This is an optimization exercise on Yosys and OpenROAD, whose aim is small area, a short achievable clock period and few clock cycles per item, not a production implementation.
At most, simulation tests tie the RTL to the original design; equivalence was not proved.

==> xenon: inputs <==
// mult32x32
module mult32x32 (
    input logic clk,             
    input logic reset,           
    input logic start,           
    input logic [31:0] a,        
    input logic [31:0] b,        
    output logic busy,           
    output logic [63:0] product  
);
==> flow/config.mk <==
export PLATFORM = sky130hd
export DESIGN_NAME = mult32x32
export DESIGN_NICKNAME = mult32x32
export VERILOG_FILES = /design/flow/design.v
export SDC_FILE = /design/flow/constraint.sdc
export NUM_CORES = 4
export LEC_CHECK = 0
export CAP_MARGIN = 20
export CORE_MARGIN = 2
export CORE_UTILIZATION = 40
export SLEW_MARGIN = 20
export SYNTH_HIERARCHICAL = 1
export SYNTH_MINIMUM_KEEP_SIZE = 0
==> flow/constraint.sdc <==
create_clock -name core_clock -period 12.0 [get_ports {clk}]
set_input_delay 2.4000 -clock core_clock [delete_from_list [all_inputs] [get_ports {clk}]]
set_output_delay 2.4000 -clock core_clock [all_outputs]
set_load 0.01 [all_outputs]
standard.sh (not shown) runs the stock make flow with config.mk's settings and CLKGATE_MAP_FILE= SYNTH_SCRIPT=/design/flow/synth_recipe.tcl, a recipe that flattens the netlist after the stock synthesis.
==> flow/flow/run.sh <==
#!/bin/bash
# Standard ORFS layout, with a plain buffer on each port and a tighter
# setup target for repair_timing.
set -euo pipefail
export BUFFER_PORTS_ARGS="-buffer_cell sky130_fd_sc_hd__buf_2"
export SETUP_SLACK_MARGIN=5
bash standard.sh > standard.log 2>&1
==> nickel (differences from xenon) <==
--- a/flow/design.v
+++ b/flow/design.v
@@ -580,11 +580,10 @@
 logic s1047, c1048;
 logic s1049, c1050;
 logic s1051, c1052;
 logic [63:0] sum_d, carry_d;
 logic [63:0] sum_q, carry_q;
-logic [63:0] third_d, third_q;
 logic valid;
 assign one0 = b[0] ^ 1'b0;
 assign two0 = (b[1] & ~b[0] & ~1'b0) | (~b[1] & b[0] & 1'b0);
 assign neg0 = b[1] & ~(b[0] & 1'b0);
 assign x0 = {1'b0, a} ^ {33{neg0}};
@@ -1678,30 +1677,30 @@
 mult32x32_fa s967_i (.x(s657), .y(c844), .z(s845), .s(s967), .c(c968));
 mult32x32_fa s969_i (.x(s661), .y(c846), .z(s847), .s(s969), .c(c970));
 mult32x32_fa s971_i (.x(s665), .y(c848), .z(s849), .s(s971), .c(c972));
 mult32x32_fa s973_i (.x(s669), .y(c850), .z(s851), .s(s973), .c(c974));
 mult32x32_fa s975_i (.x(s673), .y(c852), .z(s853), .s(s975), .c(c976));
-mult32x32_ha s977_i (.x(s677), .y(c854), .s(s977), .c(c978));
-mult32x32_ha s979_i (.x(s681), .y(c856), .s(s979), .c(c980));
-mult32x32_ha s981_i (.x(s685), .y(c858), .s(s981), .c(c982));
-mult32x32_ha s983_i (.x(s689), .y(c860), .s(s983), .c(c984));
-mult32x32_ha s985_i (.x(s693), .y(c862), .s(s985), .c(c986));
-mult32x32_ha s987_i (.x(s697), .y(c864), .s(s987), .c(c988));
-mult32x32_ha s989_i (.x(s701), .y(c866), .s(s989), .c(c990));
-mult32x32_ha s991_i (.x(s705), .y(c868), .s(s991), .c(c992));
-mult32x32_ha s993_i (.x(s709), .y(c870), .s(s993), .c(c994));
-mult32x32_ha s995_i (.x(s713), .y(c872), .s(s995), .c(c996));
-mult32x32_ha s997_i (.x(s717), .y(c874), .s(s997), .c(c998));
-mult32x32_ha s999_i (.x(s721), .y(c876), .s(s999), .c(c1000));
-mult32x32_ha s1001_i (.x(s725), .y(c878), .s(s1001), .c(c1002));
-mult32x32_ha s1003_i (.x(s729), .y(c880), .s(s1003), .c(c1004));
-mult32x32_ha s1005_i (.x(s733), .y(c882), .s(s1005), .c(c1006));
-mult32x32_ha s1007_i (.x(s737), .y(c884), .s(s1007), .c(c1008));
-mult32x32_ha s1009_i (.x(s741), .y(c886), .s(s1009), .c(c1010));
-mult32x32_ha s1011_i (.x(c742), .y(s889), .s(s1011), .c(c1012));
-mult32x32_ha s1013_i (.x(c746), .y(s891), .s(s1013), .c(c1014));
-mult32x32_ha s1015_i (.x(s753), .y(c892), .s(s1015), .c(c1016));
+mult32x32_fa s977_i (.x(s677), .y(c854), .z(s855), .s(s977), .c(c978));
+mult32x32_fa s979_i (.x(s681), .y(c856), .z(s857), .s(s979), .c(c980));
+mult32x32_fa s981_i (.x(s685), .y(c858), .z(s859), .s(s981), .c(c982));
+mult32x32_fa s983_i (.x(s689), .y(c860), .z(s861), .s(s983), .c(c984));
+mult32x32_fa s985_i (.x(s693), .y(c862), .z(s863), .s(s985), .c(c986));
+mult32x32_fa s987_i (.x(s697), .y(c864), .z(s865), .s(s987), .c(c988));
+mult32x32_fa s989_i (.x(s701), .y(c866), .z(s867), .s(s989), .c(c990));
+mult32x32_fa s991_i (.x(s705), .y(c868), .z(s869), .s(s991), .c(c992));
+mult32x32_fa s993_i (.x(s709), .y(c870), .z(s871), .s(s993), .c(c994));
+mult32x32_fa s995_i (.x(s713), .y(c872), .z(s873), .s(s995), .c(c996));
+mult32x32_fa s997_i (.x(s717), .y(c874), .z(s875), .s(s997), .c(c998));
+mult32x32_fa s999_i (.x(s721), .y(c876), .z(s877), .s(s999), .c(c1000));
+mult32x32_fa s1001_i (.x(s725), .y(c878), .z(s879), .s(s1001), .c(c1002));
+mult32x32_fa s1003_i (.x(s729), .y(c880), .z(s881), .s(s1003), .c(c1004));
+mult32x32_fa s1005_i (.x(s733), .y(c882), .z(s883), .s(s1005), .c(c1006));
+mult32x32_fa s1007_i (.x(s737), .y(c884), .z(s885), .s(s1007), .c(c1008));
+mult32x32_fa s1009_i (.x(s741), .y(c886), .z(s887), .s(s1009), .c(c1010));
+mult32x32_fa s1011_i (.x(c742), .y(s889), .z(c888), .s(s1011), .c(c1012));
+mult32x32_fa s1013_i (.x(c746), .y(s891), .z(c890), .s(s1013), .c(c1014));
+mult32x32_fa s1015_i (.x(s753), .y(c892), .z(s893), .s(s1015), .c(c1016));
 mult32x32_fa s1017_i (.x(s757), .y(c894), .z(s895), .s(s1017), .c(c1018));
 mult32x32_fa s1019_i (.x(s761), .y(c896), .z(s897), .s(s1019), .c(c1020));
 mult32x32_fa s1021_i (.x(s765), .y(c898), .z(s899), .s(s1021), .c(c1022));
 mult32x32_fa s1023_i (.x(s769), .y(c900), .z(s901), .s(s1023), .c(c1024));
 mult32x32_fa s1025_i (.x(s773), .y(c902), .z(s903), .s(s1025), .c(c1026));
@@ -1718,214 +1717,149 @@
 mult32x32_fa s1047_i (.x(s925), .y(pp15[31]), .z(c924), .s(s1047), .c(c1048));
 mult32x32_fa s1049_i (.x(s927), .y(c926), .z(pp15[32]), .s(s1049), .c(c1050));
 mult32x32_fa s1051_i (.x(~neg15), .y(c928), .z((a[31] & b[31])), .s(s1051), .c(c1052));
 assign sum_d[0] = neg0;
 assign carry_d[0] = pp0[0];
-assign third_d[0] = 1'b0;
 assign sum_d[1] = pp0[1];
 assign carry_d[1] = 1'b0;
-assign third_d[1] = 1'b0;
 assign sum_d[2] = s929;
 assign carry_d[2] = pp1[0];
-assign third_d[2] = 1'b0;
 assign sum_d[3] = c930;
 assign carry_d[3] = s931;
-assign third_d[3] = 1'b0;
 assign sum_d[4] = c932;
 assign carry_d[4] = s933;
-assign third_d[4] = 1'b0;
 assign sum_d[5] = c934;
 assign carry_d[5] = s935;
-assign third_d[5] = 1'b0;
 assign sum_d[6] = c936;
 assign carry_d[6] = s937;
-assign third_d[6] = 1'b0;
 assign sum_d[7] = c938;
 assign carry_d[7] = s939;
-assign third_d[7] = 1'b0;
 assign sum_d[8] = c940;
 assign carry_d[8] = s941;
-assign third_d[8] = 1'b0;
 assign sum_d[9] = c942;
 assign carry_d[9] = s943;
-assign third_d[9] = 1'b0;
 assign sum_d[10] = c944;
 assign carry_d[10] = s945;
-assign third_d[10] = 1'b0;
 assign sum_d[11] = c946;
 assign carry_d[11] = s947;
-assign third_d[11] = 1'b0;
 assign sum_d[12] = c948;
 assign carry_d[12] = s949;
-assign third_d[12] = 1'b0;
 assign sum_d[13] = c950;
 assign carry_d[13] = s951;
-assign third_d[13] = 1'b0;
 assign sum_d[14] = c952;
 assign carry_d[14] = s953;
-assign third_d[14] = 1'b0;
 assign sum_d[15] = c954;
 assign carry_d[15] = s955;
-assign third_d[15] = 1'b0;
 assign sum_d[16] = c956;
 assign carry_d[16] = s957;
-assign third_d[16] = 1'b0;
 assign sum_d[17] = c958;
 assign carry_d[17] = s959;
-assign third_d[17] = 1'b0;
 assign sum_d[18] = c960;
 assign carry_d[18] = s961;
-assign third_d[18] = 1'b0;
 assign sum_d[19] = c962;
 assign carry_d[19] = s963;
-assign third_d[19] = 1'b0;
 assign sum_d[20] = c964;
 assign carry_d[20] = s965;
-assign third_d[20] = 1'b0;
 assign sum_d[21] = c966;
 assign carry_d[21] = s967;
-assign third_d[21] = 1'b0;
 assign sum_d[22] = c968;
 assign carry_d[22] = s969;
-assign third_d[22] = 1'b0;
 assign sum_d[23] = c970;
 assign carry_d[23] = s971;
-assign third_d[23] = 1'b0;
 assign sum_d[24] = c972;
 assign carry_d[24] = s973;
-assign third_d[24] = 1'b0;
 assign sum_d[25] = c974;
 assign carry_d[25] = s975;
-assign third_d[25] = 1'b0;
 assign sum_d[26] = c976;
 assign carry_d[26] = s977;
-assign third_d[26] = s855;
 assign sum_d[27] = c978;
 assign carry_d[27] = s979;
-assign third_d[27] = s857;
 assign sum_d[28] = c980;
 assign carry_d[28] = s981;
-assign third_d[28] = s859;
 assign sum_d[29] = c982;
 assign carry_d[29] = s983;
-assign third_d[29] = s861;
 assign sum_d[30] = c984;
 assign carry_d[30] = s985;
-assign third_d[30] = s863;
 assign sum_d[31] = c986;
 assign carry_d[31] = s987;
-assign third_d[31] = s865;
 assign sum_d[32] = c988;
 assign carry_d[32] = s989;
-assign third_d[32] = s867;
 assign sum_d[33] = c990;
 assign carry_d[33] = s991;
-assign third_d[33] = s869;
 assign sum_d[34] = c992;
 assign carry_d[34] = s993;
-assign third_d[34] = s871;
 assign sum_d[35] = c994;
 assign carry_d[35] = s995;
-assign third_d[35] = s873;
 assign sum_d[36] = c996;
 assign carry_d[36] = s997;
-assign third_d[36] = s875;
 assign sum_d[37] = c998;
 assign carry_d[37] = s999;
-assign third_d[37] = s877;
 assign sum_d[38] = c1000;
 assign carry_d[38] = s1001;
-assign third_d[38] = s879;
 assign sum_d[39] = c1002;
 assign carry_d[39] = s1003;
-assign third_d[39] = s881;
 assign sum_d[40] = c1004;
 assign carry_d[40] = s1005;
-assign third_d[40] = s883;
 assign sum_d[41] = c1006;
 assign carry_d[41] = s1007;
-assign third_d[41] = s885;
 assign sum_d[42] = c1008;
 assign carry_d[42] = s1009;
-assign third_d[42] = s887;
 assign sum_d[43] = c1010;
 assign carry_d[43] = s1011;
-assign third_d[43] = c888;
 assign sum_d[44] = c1012;
 assign carry_d[44] = s1013;
-assign third_d[44] = c890;
 assign sum_d[45] = c1014;
 assign carry_d[45] = s1015;
-assign third_d[45] = s893;
 assign sum_d[46] = c1016;
 assign carry_d[46] = s1017;
-assign third_d[46] = 1'b0;
 assign sum_d[47] = c1018;
 assign carry_d[47] = s1019;
-assign third_d[47] = 1'b0;
 assign sum_d[48] = c1020;
 assign carry_d[48] = s1021;
-assign third_d[48] = 1'b0;
 assign sum_d[49] = c1022;
 assign carry_d[49] = s1023;
-assign third_d[49] = 1'b0;
 assign sum_d[50] = c1024;
 assign carry_d[50] = s1025;
-assign third_d[50] = 1'b0;
 assign sum_d[51] = c1026;
 assign carry_d[51] = s1027;
-assign third_d[51] = 1'b0;
 assign sum_d[52] = c1028;
 assign carry_d[52] = s1029;
-assign third_d[52] = 1'b0;
 assign sum_d[53] = c1030;
 assign carry_d[53] = s1031;
-assign third_d[53] = 1'b0;
 assign sum_d[54] = c1032;
 assign carry_d[54] = s1033;
-assign third_d[54] = 1'b0;
 assign sum_d[55] = c1034;
 assign carry_d[55] = s1035;
-assign third_d[55] = 1'b0;
 assign sum_d[56] = c1036;
 assign carry_d[56] = s1037;
-assign third_d[56] = 1'b0;
 assign sum_d[57] = c1038;
 assign carry_d[57] = s1039;
-assign third_d[57] = 1'b0;
 assign sum_d[58] = c1040;
 assign carry_d[58] = s1041;
-assign third_d[58] = 1'b0;
 assign sum_d[59] = c1042;
 assign carry_d[59] = s1043;
-assign third_d[59] = 1'b0;
 assign sum_d[60] = c1044;
 assign carry_d[60] = s1045;
-assign third_d[60] = 1'b0;
 assign sum_d[61] = c1046;
 assign carry_d[61] = s1047;
-assign third_d[61] = 1'b0;
 assign sum_d[62] = c1048;
 assign carry_d[62] = s1049;
-assign third_d[62] = 1'b0;
 assign sum_d[63] = c1050;
 assign carry_d[63] = s1051;
-assign third_d[63] = 1'b0;
 always_ff @(posedge clk) begin
 	if (upd_prod == 1'b1) begin
 		sum_q <= sum_d;
 		carry_q <= carry_d;
-		third_q <= third_d;
 	end
 end
 always_ff @(posedge clk, posedge reset) begin
 	if (reset == 1'b1)
 		valid <= 1'b0;
 	else if (upd_prod == 1'b1)
 		valid <= 1'b1;
 end
-assign product = valid ? (sum_q + carry_q + third_q) : 64'b0;
+assign product = valid ? (sum_q + carry_q) : 64'b0;
 endmodule
 module mult32x32_fa (
     input logic x, y, z,
     output logic s, c
 );
==> flow/run.sh (new file) <==
#!/bin/bash
# synth_recipe.tcl (not shown) runs the flow's synth.tcl, then flattens the netlist and writes it again
# the make line also repeats each setting of config.mk as NAME=value (left out here)
make -C /OpenROAD-flow-scripts/flow DESIGN_CONFIG=/design/flow/config.mk WORK_HOME=/design/flow/orfs CLKGATE_MAP_FILE= SYNTH_SCRIPT=/design/flow/synth_recipe.tcl finish
removed: flow/flow/run.sh
removed: flow/standard.sh
==> flow_summary_export.csv <==
group,metric,value,unit
placement,placed_area,0.0300,sq mm
outcome,status,"finished clean",
finish,seq_cell_count,128,
logic_synthesis,syn_area,0.0279,sq mm
floorplanning,die-area,0.0719,sq mm
floorplanning,num_rows,96,
global_routing,grt_pass1_wl,152,mm
setup_path,reg2reg_slack,10.63,ns
finish,buffer_area_share,5.84,%
setup_path,path_cells,"clkdlybuf4s50_1, ha_1, nand2b_1, inv_2, xnor2_1, o22ai_1, fa_1, fa_1, fa_1, fa_1, fa_1, fa_1",
finish,fillers,6383,
placement,pre_cts_ws,4.08,ns
global_routing,track_usage,28.3,%
finish,regArea,0.00384,sq mm
(the above is from nickel)
==> flow_summary_export.csv <==
group,metric,value,unit
finish,buffer_area_share,3.37,%
finish,regArea,0.00444,sq mm
placement,placed_area,0.0307,sq mm
floorplanning,num_rows,99,
global_routing,grt_pass1_wl,157,mm
setup_path,reg2reg_slack,10.94,ns
outcome,status,"finished clean",
placement,pre_cts_ws,4.37,ns
logic_synthesis,syn_area,0.0294,sq mm
floorplanning,die-area,0.0756,sq mm
finish,fillers,7023,
(the above is from xenon)
Testbench counts of nickel, summed over its fixed seeds: cycles 3,200, items 3,200.
For xenon, only the layout was checked, not whether the RTL still works.

[re-timing with driven ports]
In the flow no input, the clock included, has a driving cell. The finished layouts below were timed again as built, in two steps.
Step 1: set_driving_cell puts a clkbuf_16 on clk and a buf_2 on each other input, an assumption about the parent block.
Step 2 times the ports against the registers' clock, not the clock port: input delays grow and output delays shrink by t, the midpoint of the rising clock arrivals with the driver on.
Three values: ideal ports, drivers, drivers and shift; two values: the first two.
| run | shift t [ns] | slack for setup (ns) | worst hold slack (ns) | worst register clock-pin slew, ns |
|---|---|---|---|---|
| xenon | 0.514 | 5.079 / 5.115 / 4.602 | 0.884 / 0.884 / 0.884 | 0.07 / 0.07 |
| nickel | 0.498 | 4.534 / 4.560 / 4.061 | 1.300 / 1.300 / 1.300 | 0.07 / 0.07 |
After both steps every run listed still meets setup and hold. For xenon, which loses most, drivers alone change the setup slack by +0.036 ns; drivers and shift together by -0.477 ns.
